Background: an optimization exercise with open tools, aiming at small area. Do not read the settings as production practice.
No activity file was given, so power comes from the tool's default toggle rates.

## arm
module arm
    #(parameter DATA_WIDTH = 32, parameter DATA_CAPACITY = 16)
    (
    input  logic clk,
    input  logic reset,
    input  logic [31:0] i_Instruction,
    output logic [31:0] o_PC,
    output logic [31:0] o_Output,
    output logic [31:0] o_R0,
    output logic [31:0] o_R1,
    output logic [31:0] o_R2,
    output logic [31:0] o_R3,
    output logic [31:0] o_R4,
    output logic [31:0] o_R5,
    output logic [31:0] o_R6,
    output logic [31:0] o_R7,
    output logic [31:0] o_R8,
    output logic [31:0] o_R9,
    output logic [31:0] o_R10,
    output logic [31:0] o_R11,
    output logic [31:0] o_R12,
    output logic [31:0] o_R13,
    output logic [31:0] o_R14,
    output logic [31:0] o_R15,
    output logic [31:0] o_D0,
    output logic [31:0] o_D1,
    output logic [31:0] o_D2,
    output logic [31:0] o_D3,
    output logic [31:0] o_D4,
    output logic [31:0] o_D5,
    output logic [31:0] o_D6,
    output logic [31:0] o_D7,
    output logic [31:0] o_D8,
    output logic [31:0] o_D9,
    output logic [31:0] o_D10,
    output logic [31:0] o_D11,
    output logic [31:0] o_D12,
    output logic [31:0] o_D13,
    output logic [31:0] o_D14,
    output logic [31:0] o_D15
    );
    logic [31:0] pc;
    logic [31:0] rq [0:14];
    logic [31:0] dq [0:15];
    logic fN, fZ, fC, fV;
    logic [3:0] cond, opcode, rn, rd, rm;
    logic [1:0] op;
    logic       I, S;
    assign cond   = i_Instruction[31:28];
    assign op     = i_Instruction[27:26];
    assign I      = i_Instruction[25];
    assign opcode = i_Instruction[24:21];
    assign S      = i_Instruction[20];
    assign rn     = i_Instruction[19:16];
    assign rd     = i_Instruction[15:12];
    assign rm     = i_Instruction[3:0];
    logic [28:0] q1;
    logic [31:0] pc4, pc8;
    assign q1  = pc[31:3] + 29'd1;
    assign pc8 = {q1, pc[2:0]};
    assign pc4 = pc[2] ? {q1, 1'b0, pc[1:0]} : {pc[31:3], 1'b1, pc[1:0]};
    logic ok;
    always_comb begin
        case (cond)
            4'h0: ok = fZ;
            4'h1: ok = ~fZ;
            4'h2: ok = fC;
            4'h3: ok = ~fC;
            4'h4: ok = fN;
  ...
export LEC_CHECK = 0
export CAP_MARGIN = 20
export CORE_AREA = 25 25 365 365
export DIE_AREA = 0 0 390 390
export SLEW_MARGIN = 20
export SYNTH_HIERARCHICAL = 1
create_clock -name core_clock -period 20.0 [get_ports {clk}]
standard.sh (not shown) runs the stock make flow with config.mk's settings and CLKGATE_MAP_FILE= SYNTH_SCRIPT=/design/flow/synth_recipe.tcl, a recipe that flattens the netlist after the stock synthesis.
==> flow/flow/run.sh <==
#!/bin/bash
# Layout flow: the standard ORFS flow (standard.sh, unchanged synthesis)
# with these layout options changed:
#  - the port buffers use the smallest buffer cell instead of the resizer's
#    default choice (every port still gets its own buffer);
#  - clock tree synthesis uses small clock buffers with bounded sink clusters
#    and inserts no dummy load cells.
# make's output goes to standard_flow.log; each ORFS step logs under orfs/logs.
set -euo pipefail
bash standard.sh \
  "BUFFER_PORTS_ARGS=-buffer_cell sky130_fd_sc_hd__buf_1" \
  "CTS_ARGS=-sink_clustering_enable -repair_clock_nets -buf_list sky130_fd_sc_hd__clkbuf_4 -sink_clustering_size 9 -sink_clustering_max_diameter 45 -dont_use_dummy_load" \
  finish > standard_flow.log 2>&1
The baseline passed the timing, design-rule and antenna checks.
Rerun with:
==> flow/flow/run.sh (replaced) <==
#!/bin/bash
# Layout flow: the standard ORFS flow (standard.sh, unchanged synthesis)
# with two layout options changed:
#  - the port buffers use the smallest buffer cell instead of the resizer's
#    default choice (every port still gets its own buffer);
#  - the resizer's power recovery after global routing downsizes gates that
#    have timing slack to spare.
set -euo pipefail
bash standard.sh "BUFFER_PORTS_ARGS=-buffer_cell sky130_fd_sc_hd__buf_1" RECOVER_POWER=100 finish > standard_flow.log 2>&1
- CTS_BUF_LIST: not set -> sky130_fd_sc_hd__clkbuf_8
=> With this change the flow completed and failed the layout checks on max-capacitance violations, max-slew violations. Utilization increases by 2.1 points. Area after synthesis stays the same. Cell area went up by a few percent. Setup slack gets worse by 680 ps. Via count is higher slightly. Cell count goes up by a few percent. Non-clock buffer count fell by 1. Global-route usage climbs by 0.17 points. Die area is unchanged.
Rerun with:
==> flow/flow/run.sh (replaced) <==
#!/bin/bash
# Layout flow: the standard ORFS flow (standard.sh) with these changes:
#  - synthesis runs my_synth.tcl, which is synth_recipe.tcl with ABC mapping
#    the logic by abc_map.script (area-oriented) instead of the speed script;
#    the flip-flops are mapped exactly as in the standard synthesis;
#  - the port buffers use the smallest buffer cell instead of the resizer's
#    default choice (every port still gets its own buffer);
#  - clock tree synthesis uses small clock buffers with bounded sink clusters
#    and inserts no dummy load cells.
# make's output goes to standard_flow.log; each ORFS step logs under orfs/logs.
set -euo pipefail
export MY_ABC_SCRIPT="$PWD/flow/abc_map.script"
bash standard.sh \
  "SYNTH_SCRIPT=$PWD/flow/my_synth.tcl" \
  "BUFFER_PORTS_ARGS=-buffer_cell sky130_fd_sc_hd__buf_1" \
  "CTS_ARGS=-sink_clustering_enable -repair_clock_nets -buf_list sky130_fd_sc_hd__clkbuf_4 -sink_clustering_size 9 -sink_clustering_max_diameter 45 -dont_use_dummy_load" \
  finish > standard_flow.log 2>&1
==> flow/flow/abc_map.script (new file) <==
&get -n
&st
&dch
&nf -R 1000
&st
&syn2
&if -g -K 6
&synch2
&nf -R 1000
&st
&syn2
&if -g -K 6
&synch2
&nf -R 1000
&put
==> flow/flow/my_synth.tcl (new file) <==
# synth_recipe.tcl (the standard synthesis script) with one change: Yosys's
# abc call uses abc_map.script (ABC mapping with relaxed delay, so that it
# favours area) instead of ORFS's speed script. Everything else, including the
# flip-flop mapping, the flattening and the renaming, is as in synth_recipe.tcl.
proc synth {args} { yosys synth -nofsm -noshare {*}$args }
proc abc {args} {
  set i [lsearch -exact $args -script]
  if {$i >= 0} { lset args [expr {$i + 1}] $::env(MY_ABC_SCRIPT) }
  yosys abc {*}$args
}
source $::env(SCRIPTS_DIR)/synth.tcl
# left out here: clear keep_hierarchy, flatten, clean up, hide names made inside functions, write 1_2_yosys.v
- CTS_BUF_LIST: sky130_fd_sc_hd__clkbuf_8 -> not set
Result: Now the flow produced a clean layout. Power came out lower by 22%. Wire length came out lower by 0.65%. Utilization decreases by 2.6 points. Via count shrinks by 1.4%.
Function was not checked in any run of this note: the RTL went through the layout flow alone.

==> afterwards: timing with drivers on the ports <==
No port has a modelled driver above. Below, the same layouts with a new extraction and two added sets of constraints. Step 1 assumes that a clkbuf_16 drives the clock port and a buf_2 every other input. Step 2 times the ports against the registers' clock, not the clock port: input delays grow and output delays shrink by t, the midpoint of the rising clock arrivals with the driver on. Slacks: no drivers / after step 1 / after step 2; pairs: no drivers / after step 1.
run | t, ns | slack for setup (ns) | worst data-port slew with drivers (ns) | cell pins on the clock port's net
the first run | 1.188 | 1.654 / 1.592 / 1.592 | 0.15 | 1
the second run | 0.961 | 0.970 / 0.906 / 0.906 | 0.15 | 1
the third run | 1.153 | 1.226 / 1.078 / 1.078 | 0.19 | 1
The setup slack of the third run, which loses most, moves by -0.148 ns with the drivers and by -0.148 ns with both steps.
